This design comes from an exercise in tuning for a short achievable clock period and few clock cycles on the open sky130 flow, not from production work. Function was checked by simulation only, so behaviour that the tests miss may differ from the original.

==> inputs of xenon <==
==> flow/design.v <==
module ALU (
    input wire [7:0] A,
    input wire [7:0] B,
    input wire [3:0] op,     
    output wire [7:0] E
);
    wire [7:0] sum = A + (B ^ {8{op[1]}}) + {7'd0, op[1]};
    assign E = ({8{op[0] | op[1]}} & sum) |
               ({8{op[2]}} & (A & B)) |
               ({8{op[3]}} & (A ^ B));
endmodule
module REGFILE (
    input wire [7:1] selA,
    input wire [7:1] selB,
    input wire [7:1] selS,
    input wire [2:0] srcF,
    output wire [7:0] A,
    output wire [7:0] B,
    output wire [7:0] S,
    output wire [7:0] F,
    output wire [7:0] R7,
    input wire [7:1] weE,
    input wire [7:0] E,
    input wire [7:1] weP,
    input wire [7:0] P,
    input wire [7:1] weM,
    input wire [7:0] M,
    input wire clk
);
    wire [7:0] q [0:7];
    wire [7:0] ra [0:7];
    wire [7:0] rb [0:7];
    wire [7:0] rs [0:7];
    assign ra[0] = 8'h00;
    assign rb[0] = 8'h00;
    assign rs[0] = 8'h00;
    genvar i;
    generate
        for (i = 1; i < 8; i = i + 1) begin : g_r
            reg [7:0] r;
            assign q[i] = r;
            always @(posedge clk) begin
                if (weE[i])
                    r <= E;
                else if (weP[i])
                    r <= P;
                else if (weM[i])
                    r <= M;
            end
            assign ra[i] = ra[i-1] | ({8{selA[i]}} & r);
            assign rb[i] = rb[i-1] | ({8{selB[i]}} & r);
            assign rs[i] = rs[i-1] | ({8{selS[i]}} & r);
        end
    endgenerate
    assign q[0] = 8'h00;
    assign F = q[srcF];
    assign A = ra[7];
    assign B = rb[7];
    assign S = rs[7];
    assign R7 = q[7];
endmodule
module SNAIL (
    output wire [7:0] ram_addr,
    output wire [7:0] ram_wdat,
    input wire [7:0] ram_rdat,
    output wire ram_rd_, ram_wr_,
    output wire [7:0] rom_addr,
    input wire [23:0] rom_data,
    input wire clk, rst_
);
    integer k;
    function [7:1] onehot(input [2:0] r);
        integer k;
        for (k = 1; k < 8; k = k + 1)
            onehot[k] = r == k;
    endfunction
    reg [7:0] pc;            
    reg [7:0] pc_out;        
    reg [7:0] ra_pred;       
    reg dv;                  
    reg bad;                 
    reg [7:0] bad_tgt;       
    reg [7:1] z;             
    reg [3:0] jt_v;
    reg [23:0] jt_tag;       
    reg [27:0] jt_oh;        
    reg [3:0] jt_tz, jt_tnz; 
    reg [7:0] e_b2;          
    reg [7:0] e_pc2, e_pc3;  
    reg [7:0] e_pc;          
    reg e_pt;                
    reg e_zv;                
    reg [7:1] e_zoh;         
    reg e_tz, e_tnz;         
    reg e_zk, e_zf;          
    reg [7:1] e_selA;        
    reg [7:1] e_selB;        
    reg [7:1] e_selS;        
    reg [7:1] e_read;        
    reg [7:1] e_weE;         
    reg [7:1] e_weP;         
    reg [2:0] e_ldd;         
    reg e_kFF, e_k01, e_kB2, e_kcall;
    reg [3:0] e_op;          
    reg [3:0] e_cc;          
    reg e_ld, e_st, e_popret, e_ret;
    reg [7:0] m_addr, m_wdat;
    reg m_wr_n, m_rd_n;
    reg m_rdop;              
    reg [7:1] m_ldh;         
    assign rom_addr = pc_out;
    assign ram_addr = m_addr;
    assign ram_wdat = m_wdat;
    assign ram_wr_ = m_wr_n;
    assign ram_rd_ = m_rd_n;
    wire [7:0] valA, valB, valS, valF, r7;
    wire [2:0] fa = rom_data[14:12];
    wire [7:0] aluA = valA | {8{e_kFF}} | {7'd0, e_k01};
    wire [7:0] aluB = valB | ({8{e_kB2}} & e_b2);
    wire [7:0] valE;
    ALU alu(.A(aluA), .B(aluB), .op(e_op), .E(valE));
    wire eq = aluA == aluB;
    wire gt = aluA > aluB;
    wire taken = e_cc[0] & eq | e_cc[1] & !eq | e_cc[2] & !eq & !gt | e_cc[3] & gt;
    wire zadd = (aluA ^ aluB) == {aluA[6:0] | aluB[6:0], 1'b0};
    wire zE = e_op[0] ? zadd : e_op[2] ? (aluA & aluB) == 8'd0 : eq;
    wire m_st = !m_wr_n;
    wire fwd = m_st && m_addr == r7;         
    wire ld_use = |(e_read & m_ldh);
    wire stk_wait = e_popret && (m_rdop || m_st && !fwd);
    wire ev = dv && !bad;
    wire stall = ev && (ld_use || stk_wait);
    wire commit = ev && !stall;
    wire [7:0] memval = m_st ? m_wdat : ram_rdat;    
    wire [7:1] weE = {7{commit}} & e_weE;
    wire [7:1] weP = {7{commit}} & e_weP;
    REGFILE regfile(
        .selA(e_selA), .selB(e_selB), .selS(e_selS), .srcF(fa),
        .A(valA), .B(valB), .S(valS), .F(valF), .R7(r7),
        .weE(weE), .E(valE),
        .weP(weP), .P(memval),
        .weM(m_ldh), .M(ram_rdat),
        .clk(clk)
    );
    wire mem_op = commit && (e_ld || e_st);
    wire addr_e = mem_op || weE[7];
    always @(posedge clk or negedge rst_) begin
        if (!rst_) begin
            m_rdop <= 1'b0;
            m_ldh <= 7'd0;
        end else begin
            m_rdop <= commit && e_ld;
            m_ldh <= (commit && e_ld) ? onehot(e_ldd) : 7'd0;
        end
    end
    always @(posedge clk) begin
        m_wr_n <= !(commit && e_st);
        m_rd_n <= commit && e_st;
        m_addr <= addr_e ? valE : weP[7] ? memval : m_ldh[7] ? ram_rdat : r7;
        m_wdat <= e_kcall ? e_pc2 : valS;
    end
    wire [3:0] fins = rom_data[23:20];
    wire [3:0] ffn = rom_data[19:16];
    wire [2:0] fb = rom_data[10:8];
    wire [2:0] fc = rom_data[6:4];
    wire f_ld = fins == 4'h1;
    wire f_st = fins == 4'h2;
    wire f_opr = fins == 4'h3;
    wire f_opi = fins == 4'h4;
    wire f_jxx = fins == 4'h5;
    wire f_push = fins == 4'h6;
    wire f_pop = fins == 4'h7;
    wire f_call = fins == 4'h8;
    wire f_ret = fins == 4'h9;
    wire f_hlt = fins == 4'hF;
    wire f_jmp = f_jxx && ffn == 4'h0;
    wire f_cbr = f_jxx && (ffn == 4'h1 || ffn == 4'h2 || ffn == 4'h3 || ffn == 4'h4);
    wire f_stk = f_push || f_pop || f_call || f_ret;
    wire f_len1 = fins == 4'h0 || f_ret;
    wire f_len2 = f_jmp || f_push || f_pop || f_call;
    wire [7:0] pc1 = pc + 8'd1;
    wire [7:0] pc2 = pc + 8'd2;
    wire [7:0] pc3 = pc + 8'd3;
    wire [7:1] eweE = {7{ev}} & e_weE;
    wire [7:1] zunk = eweE & {7{!e_zk}} | {7{ev}} & e_weP | m_ldh;
    wire [7:1] zval = eweE & {7{e_zf}} | ~eweE & z;
    reg [3:0] jpt;
    always @(*) begin
        for (k = 0; k < 4; k = k + 1)
            jpt[k] = !jt_v[k] || jt_tag[k*6 +: 6] != pc[7:2] || |(jt_oh[k*7 +: 7] & zunk) ||
                     (jt_oh[k*7 +: 7] == 7'd0 || |(jt_oh[k*7 +: 7] & zval) ? jt_tz[k] : jt_tnz[k]);
    end
    wire pt = jpt[pc[1:0]];
    wire [7:0] fpred = (f_jmp || f_call) ? rom_data[15:8] :
                       (f_cbr && pt) ? rom_data[7:0] :
                       f_ret ? ra_pred :
                       f_hlt ? pc :
                       f_len1 ? pc1 :
                       f_len2 ? pc2 : pc3;
    wire mis_br = e_cc != 4'd0 && taken != e_pt;
    wire mis_ret = e_ret && memval != pc;
    always @(posedge clk or negedge rst_) begin
        if (!rst_) begin
            pc <= 8'h00;
            dv <= 1'b0;
            ra_pred <= 8'h00;
            bad <= 1'b0;
            z <= 7'd0;
            jt_v <= 4'd0;
            jt_tz <= 4'd0;
            jt_tnz <= 4'd0;
            jt_tag <= 24'd0;
            jt_oh <= 28'd0;
        end else begin
            pc <= bad ? bad_tgt : stall ? pc : fpred;
            dv <= !bad;
            if (f_call)
                ra_pred <= pc2;
            bad <= commit && (mis_br || mis_ret);
            for (k = 1; k < 8; k = k + 1)
                if (weE[k])
                    z[k] <= zE;
                else if (weP[k])
                    z[k] <= memval == 8'd0;
                else if (m_ldh[k])
                    z[k] <= ram_rdat == 8'd0;
            if (commit && e_zv) begin
                jt_v[e_pc[1:0]] <= 1'b1;
                jt_tag[e_pc[1:0]*6 +: 6] <= e_pc[7:2];
                jt_oh[e_pc[1:0]*7 +: 7] <= e_zoh;
                jt_tz[e_pc[1:0]] <= e_tz;
                jt_tnz[e_pc[1:0]] <= e_tnz;
            end
        end
    end
    always @(posedge clk) begin
        pc_out <= !rst_ ? 8'h00 : bad ? bad_tgt : stall ? pc : fpred;
        bad_tgt <= e_ret ? memval : taken ? e_b2 : e_pc3;
    end
    wire [7:0] fb2 = rom_data[7:0];
    wire f_zk = f_opi && ffn[0] && !(|(onehot(fa) & (weE | weP | m_ldh)));
    wire f_zf = valF == fb2;
    wire f_zv = f_cbr && (fa == 3'h0 || fb == 3'h0);
    wire f_zside = fb == 3'h0;    
    wire f_usea = f_ld || f_st || f_opr || f_opi || f_cbr;
    always @(posedge clk) begin
        if (!stall) begin
            e_b2 <= rom_data[7:0];
            e_pc2 <= pc2;
            e_pc3 <= pc3;
            e_pc <= pc;
            e_pt <= pt;
            e_zv <= f_zv;
            e_zoh <= onehot(f_zside ? fa : fb);
            e_tz <= ffn == 4'h1;
            e_tnz <= ffn == 4'h2 || (f_zside ? ffn == 4'h4 : ffn == 4'h3);
            e_zk <= f_zk;
            e_zf <= f_zf;
            e_selA <= f_usea ? onehot(fa) : 7'd0;
            e_selB <= (f_opr || f_cbr) ? onehot(fb) : f_stk ? 7'b1000000 : 7'd0;
            e_selS <= f_st ? onehot(fb) : f_push ? onehot(fa) : 7'd0;
            e_read <= (f_usea ? onehot(fa) : 7'd0) |
                      ((f_opr || f_cbr || f_st) ? onehot(fb) : 7'd0) |
                      (f_push ? onehot(fa) : 7'd0) |
                      (f_stk ? 7'b1000000 : 7'd0);
            e_weE <= f_opr ? onehot(fc) : f_opi ? onehot(fb) :
                     (f_push || f_call || f_ret || f_pop && fa != 3'h7) ? 7'b1000000 : 7'd0;
            e_weP <= f_pop ? onehot(fa) : 7'd0;
            e_ldd <= fb;
            e_kFF <= f_push || f_call;
            e_k01 <= f_pop || f_ret;
            e_kB2 <= f_ld || f_st || f_opi;
            e_kcall <= f_call;
            e_op <= {ffn[1:0] == 2'd3, ffn[1:0] == 2'd2, ffn[1:0] == 2'd1, ffn[1:0] == 2'd0};
            e_cc <= f_jxx ? {ffn == 4'h4, ffn == 4'h3, ffn == 4'h2, ffn == 4'h1} : 4'd0;
            e_ld <= f_ld;
            e_st <= f_st || f_push || f_call;
            e_popret <= f_pop || f_ret;
            e_ret <= f_ret;
        end
    end
endmodule
==> flow/flow/run.sh <==
#!/bin/bash
set -euo pipefail
bash standard.sh SETUP_SLACK_MARGIN=7 TNS_END_PERCENT=100 ABC_CLOCK_PERIOD_IN_PS=2500 synth > log_synth.txt 2>&1
bash standard.sh SETUP_SLACK_MARGIN=7 TNS_END_PERCENT=100 ABC_CLOCK_PERIOD_IN_PS=2500 floorplan > log_floorplan.txt 2>&1
bash standard.sh SETUP_SLACK_MARGIN=7 TNS_END_PERCENT=100 ABC_CLOCK_PERIOD_IN_PS=2500 place > log_place.txt 2>&1
bash standard.sh SETUP_SLACK_MARGIN=7 TNS_END_PERCENT=100 ABC_CLOCK_PERIOD_IN_PS=2500 cts > log_cts.txt 2>&1
bash standard.sh SETUP_SLACK_MARGIN=7 TNS_END_PERCENT=100 ABC_CLOCK_PERIOD_IN_PS=2500 route > log_route.txt 2>&1
bash standard.sh SETUP_SLACK_MARGIN=7 TNS_END_PERCENT=100 ABC_CLOCK_PERIOD_IN_PS=2500 finish > log_finish.txt 2>&1
==> flow/standard.sh <==
#!/bin/bash
# synth_recipe.tcl (not shown) runs the flow's synth.tcl, then flattens the netlist and writes it again
# the make line also repeats each setting of config.mk as NAME=value (left out here)
make -C /OpenROAD-flow-scripts/flow DESIGN_CONFIG=/design/flow/config.mk WORK_HOME=/design/flow/orfs CLKGATE_MAP_FILE= SYNTH_SCRIPT=/design/flow/synth_recipe.tcl "${@:-finish}"
==> flow/config.mk <==
export PLATFORM = sky130hd
export DESIGN_NAME = SNAIL
export DESIGN_NICKNAME = SNAIL
export VERILOG_FILES = /design/flow/design.v
export SDC_FILE = /design/flow/constraint.sdc
export NUM_CORES = 4
export LEC_CHECK = 0
export CAP_MARGIN = 20
export CORE_MARGIN = 2
export CORE_UTILIZATION = 40
export SLEW_MARGIN = 20
==> flow/constraint.sdc <==
create_clock -name core_clock -period 10.0 [get_ports {clk}]
set_input_delay 2.0000 -clock core_clock [delete_from_list [all_inputs] [get_ports {clk}]]
set_output_delay 2.0000 -clock core_clock [all_outputs]
set_load 0.01 [all_outputs]
==> cedar (differences from xenon) <==
--- a/flow/design.v
+++ b/flow/design.v
@@ -15,3 +15,2 @@
     input wire [7:1] selS,
-    input wire [2:0] srcF,
     output wire [7:0] A,
@@ -19,3 +18,2 @@
     output wire [7:0] S,
-    output wire [7:0] F,
     output wire [7:0] R7,
@@ -29,3 +27,3 @@
 );
-    wire [7:0] q [0:7];
+    wire [7:0] q [1:7];
     wire [7:0] ra [0:7];
@@ -54,4 +52,2 @@
     endgenerate
-    assign q[0] = 8'h00;
-    assign F = q[srcF];
     assign A = ra[7];
@@ -70,3 +66,2 @@
 );
-    integer k;
     function [7:1] onehot(input [2:0] r);
@@ -77,20 +72,6 @@
     reg [7:0] pc;            
-    reg [7:0] pc_out;        
     reg [7:0] ra_pred;       
     reg dv;                  
-    reg bad;                 
-    reg [7:0] bad_tgt;       
-    reg [7:1] z;             
-    reg [3:0] jt_v;
-    reg [23:0] jt_tag;       
-    reg [27:0] jt_oh;        
-    reg [3:0] jt_tz, jt_tnz; 
     reg [7:0] e_b2;          
     reg [7:0] e_pc2, e_pc3;  
-    reg [7:0] e_pc;          
-    reg e_pt;                
-    reg e_zv;                
-    reg [7:1] e_zoh;         
-    reg e_tz, e_tnz;         
-    reg e_zk, e_zf;          
     reg [7:1] e_selA;        
@@ -110,3 +91,3 @@
     reg [7:1] m_ldh;         
-    assign rom_addr = pc_out;
+    assign rom_addr = pc;
     assign ram_addr = m_addr;
@@ -115,4 +96,3 @@
     assign ram_rd_ = m_rd_n;
-    wire [7:0] valA, valB, valS, valF, r7;
-    wire [2:0] fa = rom_data[14:12];
+    wire [7:0] valA, valB, valS, r7;
     wire [7:0] aluA = valA | {8{e_kFF}} | {7'd0, e_k01};
@@ -124,4 +104,2 @@
     wire taken = e_cc[0] & eq | e_cc[1] & !eq | e_cc[2] & !eq & !gt | e_cc[3] & gt;
-    wire zadd = (aluA ^ aluB) == {aluA[6:0] | aluB[6:0], 1'b0};
-    wire zE = e_op[0] ? zadd : e_op[2] ? (aluA & aluB) == 8'd0 : eq;
     wire m_st = !m_wr_n;
@@ -130,5 +108,4 @@
     wire stk_wait = e_popret && (m_rdop || m_st && !fwd);
-    wire ev = dv && !bad;
-    wire stall = ev && (ld_use || stk_wait);
-    wire commit = ev && !stall;
+    wire stall = dv && (ld_use || stk_wait);
+    wire commit = dv && !stall;
     wire [7:0] memval = m_st ? m_wdat : ram_rdat;    
@@ -137,4 +114,4 @@
     REGFILE regfile(
-        .selA(e_selA), .selB(e_selB), .selS(e_selS), .srcF(fa),
-        .A(valA), .B(valB), .S(valS), .F(valF), .R7(r7),
+        .selA(e_selA), .selB(e_selB), .selS(e_selS),
+        .A(valA), .B(valB), .S(valS), .R7(r7),
         .weE(weE), .E(valE),
@@ -148,2 +125,4 @@
         if (!rst_) begin
+            m_wr_n <= 1'b1;
+            m_rd_n <= 1'b1;
             m_rdop <= 1'b0;
@@ -151,2 +130,4 @@
         end else begin
+            m_wr_n <= !(commit && e_st);
+            m_rd_n <= commit && e_st;
             m_rdop <= commit && e_ld;
@@ -156,4 +137,2 @@
     always @(posedge clk) begin
-        m_wr_n <= !(commit && e_st);
-        m_rd_n <= commit && e_st;
         m_addr <= addr_e ? valE : weP[7] ? memval : m_ldh[7] ? ram_rdat : r7;
@@ -163,2 +142,3 @@
     wire [3:0] ffn = rom_data[19:16];
+    wire [2:0] fa = rom_data[14:12];
     wire [2:0] fb = rom_data[10:8];
@@ -183,14 +163,4 @@
     wire [7:0] pc3 = pc + 8'd3;
-    wire [7:1] eweE = {7{ev}} & e_weE;
-    wire [7:1] zunk = eweE & {7{!e_zk}} | {7{ev}} & e_weP | m_ldh;
-    wire [7:1] zval = eweE & {7{e_zf}} | ~eweE & z;
-    reg [3:0] jpt;
-    always @(*) begin
-        for (k = 0; k < 4; k = k + 1)
-            jpt[k] = !jt_v[k] || jt_tag[k*6 +: 6] != pc[7:2] || |(jt_oh[k*7 +: 7] & zunk) ||
-                     (jt_oh[k*7 +: 7] == 7'd0 || |(jt_oh[k*7 +: 7] & zval) ? jt_tz[k] : jt_tnz[k]);
-    end
-    wire pt = jpt[pc[1:0]];
     wire [7:0] fpred = (f_jmp || f_call) ? rom_data[15:8] :
-                       (f_cbr && pt) ? rom_data[7:0] :
+                       f_cbr ? rom_data[7:0] :
                        f_ret ? ra_pred :
@@ -199,4 +169,5 @@
                        f_len2 ? pc2 : pc3;
-    wire mis_br = e_cc != 4'd0 && taken != e_pt;
-    wire mis_ret = e_ret && memval != pc;
+    wire redir_br = commit && e_cc != 4'd0 && !taken;
+    wire redir_ret = commit && e_ret && memval != pc;
+    wire redir = redir_br || redir_ret;
     always @(posedge clk or negedge rst_) begin
@@ -206,40 +177,9 @@
             ra_pred <= 8'h00;
-            bad <= 1'b0;
-            z <= 7'd0;
-            jt_v <= 4'd0;
-            jt_tz <= 4'd0;
-            jt_tnz <= 4'd0;
-            jt_tag <= 24'd0;
-            jt_oh <= 28'd0;
         end else begin
-            pc <= bad ? bad_tgt : stall ? pc : fpred;
-            dv <= !bad;
+            pc <= redir_ret ? memval : redir_br ? e_pc3 : stall ? pc : fpred;
+            dv <= !redir;
             if (f_call)
                 ra_pred <= pc2;
-            bad <= commit && (mis_br || mis_ret);
-            for (k = 1; k < 8; k = k + 1)
-                if (weE[k])
-                    z[k] <= zE;
-                else if (weP[k])
-                    z[k] <= memval == 8'd0;
-                else if (m_ldh[k])
-                    z[k] <= ram_rdat == 8'd0;
-            if (commit && e_zv) begin
-                jt_v[e_pc[1:0]] <= 1'b1;
-                jt_tag[e_pc[1:0]*6 +: 6] <= e_pc[7:2];
-                jt_oh[e_pc[1:0]*7 +: 7] <= e_zoh;
-                jt_tz[e_pc[1:0]] <= e_tz;
-                jt_tnz[e_pc[1:0]] <= e_tnz;
-            end
-        end
-    end
-    always @(posedge clk) begin
-        pc_out <= !rst_ ? 8'h00 : bad ? bad_tgt : stall ? pc : fpred;
-        bad_tgt <= e_ret ? memval : taken ? e_b2 : e_pc3;
-    end
-    wire [7:0] fb2 = rom_data[7:0];
-    wire f_zk = f_opi && ffn[0] && !(|(onehot(fa) & (weE | weP | m_ldh)));
-    wire f_zf = valF == fb2;
-    wire f_zv = f_cbr && (fa == 3'h0 || fb == 3'h0);
-    wire f_zside = fb == 3'h0;    
+        end
+    end
     wire f_usea = f_ld || f_st || f_opr || f_opi || f_cbr;
@@ -250,10 +190,2 @@
             e_pc3 <= pc3;
-            e_pc <= pc;
-            e_pt <= pt;
-            e_zv <= f_zv;
-            e_zoh <= onehot(f_zside ? fa : fb);
-            e_tz <= ffn == 4'h1;
-            e_tnz <= ffn == 4'h2 || (f_zside ? ffn == 4'h4 : ffn == 4'h3);
-            e_zk <= f_zk;
-            e_zf <= f_zf;
             e_selA <= f_usea ? onehot(fa) : 7'd0;
==> flow/run.sh (new file) <==
#!/bin/bash
# synth_recipe.tcl (not shown) runs the flow's synth.tcl, then flattens the netlist and writes it again
# the make line also repeats each setting of config.mk as NAME=value (left out here)
make -C /OpenROAD-flow-scripts/flow DESIGN_CONFIG=/design/flow/config.mk WORK_HOME=/design/flow/orfs CLKGATE_MAP_FILE= SYNTH_SCRIPT=/design/flow/synth_recipe.tcl finish
removed: flow/flow/run.sh
removed: flow/standard.sh
==> quartz (differences from xenon) <==
--- a/flow/design.v
+++ b/flow/design.v
@@ -15,3 +15,2 @@
     input wire [7:1] selS,
-    input wire [2:0] srcF,
     output wire [7:0] A,
@@ -19,3 +18,2 @@
     output wire [7:0] S,
-    output wire [7:0] F,
     output wire [7:0] R7,
@@ -29,3 +27,3 @@
 );
-    wire [7:0] q [0:7];
+    wire [7:0] q [1:7];
     wire [7:0] ra [0:7];
@@ -54,4 +52,2 @@
     endgenerate
-    assign q[0] = 8'h00;
-    assign F = q[srcF];
     assign A = ra[7];
@@ -70,3 +66,2 @@
 );
-    integer k;
     function [7:1] onehot(input [2:0] r);
@@ -77,20 +72,6 @@
     reg [7:0] pc;            
-    reg [7:0] pc_out;        
     reg [7:0] ra_pred;       
     reg dv;                  
-    reg bad;                 
-    reg [7:0] bad_tgt;       
-    reg [7:1] z;             
-    reg [3:0] jt_v;
-    reg [23:0] jt_tag;       
-    reg [27:0] jt_oh;        
-    reg [3:0] jt_tz, jt_tnz; 
     reg [7:0] e_b2;          
     reg [7:0] e_pc2, e_pc3;  
-    reg [7:0] e_pc;          
-    reg e_pt;                
-    reg e_zv;                
-    reg [7:1] e_zoh;         
-    reg e_tz, e_tnz;         
-    reg e_zk, e_zf;          
     reg [7:1] e_selA;        
@@ -110,3 +91,3 @@
     reg [7:1] m_ldh;         
-    assign rom_addr = pc_out;
+    assign rom_addr = pc;
     assign ram_addr = m_addr;
@@ -115,4 +96,3 @@
     assign ram_rd_ = m_rd_n;
-    wire [7:0] valA, valB, valS, valF, r7;
-    wire [2:0] fa = rom_data[14:12];
+    wire [7:0] valA, valB, valS, r7;
     wire [7:0] aluA = valA | {8{e_kFF}} | {7'd0, e_k01};
@@ -124,4 +104,2 @@
     wire taken = e_cc[0] & eq | e_cc[1] & !eq | e_cc[2] & !eq & !gt | e_cc[3] & gt;
-    wire zadd = (aluA ^ aluB) == {aluA[6:0] | aluB[6:0], 1'b0};
-    wire zE = e_op[0] ? zadd : e_op[2] ? (aluA & aluB) == 8'd0 : eq;
     wire m_st = !m_wr_n;
@@ -130,5 +108,4 @@
     wire stk_wait = e_popret && (m_rdop || m_st && !fwd);
-    wire ev = dv && !bad;
-    wire stall = ev && (ld_use || stk_wait);
-    wire commit = ev && !stall;
+    wire stall = dv && (ld_use || stk_wait);
+    wire commit = dv && !stall;
     wire [7:0] memval = m_st ? m_wdat : ram_rdat;    
@@ -137,4 +114,4 @@
     REGFILE regfile(
-        .selA(e_selA), .selB(e_selB), .selS(e_selS), .srcF(fa),
-        .A(valA), .B(valB), .S(valS), .F(valF), .R7(r7),
+        .selA(e_selA), .selB(e_selB), .selS(e_selS),
+        .A(valA), .B(valB), .S(valS), .R7(r7),
         .weE(weE), .E(valE),
@@ -148,2 +125,4 @@
         if (!rst_) begin
+            m_wr_n <= 1'b1;
+            m_rd_n <= 1'b1;
             m_rdop <= 1'b0;
@@ -151,2 +130,4 @@
         end else begin
+            m_wr_n <= !(commit && e_st);
+            m_rd_n <= commit && e_st;
             m_rdop <= commit && e_ld;
@@ -156,4 +137,2 @@
     always @(posedge clk) begin
-        m_wr_n <= !(commit && e_st);
-        m_rd_n <= commit && e_st;
         m_addr <= addr_e ? valE : weP[7] ? memval : m_ldh[7] ? ram_rdat : r7;
@@ -163,2 +142,3 @@
     wire [3:0] ffn = rom_data[19:16];
+    wire [2:0] fa = rom_data[14:12];
     wire [2:0] fb = rom_data[10:8];
@@ -183,14 +163,4 @@
     wire [7:0] pc3 = pc + 8'd3;
-    wire [7:1] eweE = {7{ev}} & e_weE;
-    wire [7:1] zunk = eweE & {7{!e_zk}} | {7{ev}} & e_weP | m_ldh;
-    wire [7:1] zval = eweE & {7{e_zf}} | ~eweE & z;
-    reg [3:0] jpt;
-    always @(*) begin
-        for (k = 0; k < 4; k = k + 1)
-            jpt[k] = !jt_v[k] || jt_tag[k*6 +: 6] != pc[7:2] || |(jt_oh[k*7 +: 7] & zunk) ||
-                     (jt_oh[k*7 +: 7] == 7'd0 || |(jt_oh[k*7 +: 7] & zval) ? jt_tz[k] : jt_tnz[k]);
-    end
-    wire pt = jpt[pc[1:0]];
     wire [7:0] fpred = (f_jmp || f_call) ? rom_data[15:8] :
-                       (f_cbr && pt) ? rom_data[7:0] :
+                       f_cbr ? rom_data[7:0] :
                        f_ret ? ra_pred :
@@ -199,4 +169,5 @@
                        f_len2 ? pc2 : pc3;
-    wire mis_br = e_cc != 4'd0 && taken != e_pt;
-    wire mis_ret = e_ret && memval != pc;
+    wire redir_br = commit && e_cc != 4'd0 && !taken;
+    wire redir_ret = commit && e_ret && memval != pc;
+    wire redir = redir_br || redir_ret;
     always @(posedge clk or negedge rst_) begin
@@ -206,40 +177,9 @@
             ra_pred <= 8'h00;
-            bad <= 1'b0;
-            z <= 7'd0;
-            jt_v <= 4'd0;
-            jt_tz <= 4'd0;
-            jt_tnz <= 4'd0;
-            jt_tag <= 24'd0;
-            jt_oh <= 28'd0;
         end else begin
-            pc <= bad ? bad_tgt : stall ? pc : fpred;
-            dv <= !bad;
+            pc <= redir_ret ? memval : redir_br ? e_pc3 : stall ? pc : fpred;
+            dv <= !redir;
             if (f_call)
                 ra_pred <= pc2;
-            bad <= commit && (mis_br || mis_ret);
-            for (k = 1; k < 8; k = k + 1)
-                if (weE[k])
-                    z[k] <= zE;
-                else if (weP[k])
-                    z[k] <= memval == 8'd0;
-                else if (m_ldh[k])
-                    z[k] <= ram_rdat == 8'd0;
-            if (commit && e_zv) begin
-                jt_v[e_pc[1:0]] <= 1'b1;
-                jt_tag[e_pc[1:0]*6 +: 6] <= e_pc[7:2];
-                jt_oh[e_pc[1:0]*7 +: 7] <= e_zoh;
-                jt_tz[e_pc[1:0]] <= e_tz;
-                jt_tnz[e_pc[1:0]] <= e_tnz;
-            end
-        end
-    end
-    always @(posedge clk) begin
-        pc_out <= !rst_ ? 8'h00 : bad ? bad_tgt : stall ? pc : fpred;
-        bad_tgt <= e_ret ? memval : taken ? e_b2 : e_pc3;
-    end
-    wire [7:0] fb2 = rom_data[7:0];
-    wire f_zk = f_opi && ffn[0] && !(|(onehot(fa) & (weE | weP | m_ldh)));
-    wire f_zf = valF == fb2;
-    wire f_zv = f_cbr && (fa == 3'h0 || fb == 3'h0);
-    wire f_zside = fb == 3'h0;    
+        end
+    end
     wire f_usea = f_ld || f_st || f_opr || f_opi || f_cbr;
@@ -250,10 +190,2 @@
             e_pc3 <= pc3;
-            e_pc <= pc;
-            e_pt <= pt;
-            e_zv <= f_zv;
-            e_zoh <= onehot(f_zside ? fa : fb);
-            e_tz <= ffn == 4'h1;
-            e_tnz <= ffn == 4'h2 || (f_zside ? ffn == 4'h4 : ffn == 4'h3);
-            e_zk <= f_zk;
-            e_zf <= f_zf;
             e_selA <= f_usea ? onehot(fa) : 7'd0;
==> summary.txt <==
cedar went through all stages and came out clean. xenon finished with timing, DRC and antenna clean. quartz finished with timing, DRC and antenna clean. Utilization: quartz > xenon > cedar. Of xenon and quartz, xenon has the higher clock-buffer cell count (gap 31). The lowest cell count belongs to cedar, the highest to xenon. Against xenon, the design area of quartz is lower by 36%.
Testbench counts of xenon, summed over its fixed seeds: cycles 12,044.
Testbench counts of cedar, summed over its fixed seeds: cycles 12,124.
Testbench counts of quartz, summed over its fixed seeds: cycles 12,124.

[what the ideal ports hide]
Ports are ideal in the flow. The routed layouts listed here were re-timed in OpenROAD. Step 1: set_driving_cell puts a clkbuf_16 on clk and a buf_2 on each other input, an assumption about the parent block. Step 2 adds t to the input delays and takes it off the output delays; t is the mean of the earliest and latest rising clock arrival at the registers after step 1. Input paths then give back, and output paths get back, about the clock's delay inside the block. Three values: ideal ports, drivers, drivers and shift; two values: the first two.
| run | shift t [ns] | slack for setup (ns) | worst hold slack (ns) | pins driven straight from the clock port |
|---|---|---|---|---|
| xenon | 0.597 | 6.393 / 6.408 / 5.811 | 0.473 / 0.473 / 0.473 | 1 |
| cedar | 0.479 | 5.152 / 5.176 / 4.697 | 0.441 / 0.441 / 0.441 | 1 |
| quartz | 0.475 | 6.420 / 6.405 / 5.930 | 0.471 / 0.471 / 0.471 | 1 |
After both steps every run listed still meets setup and hold. The setup slack of xenon, which loses most, moves by +0.015 ns with the drivers and by -0.582 ns with both steps.
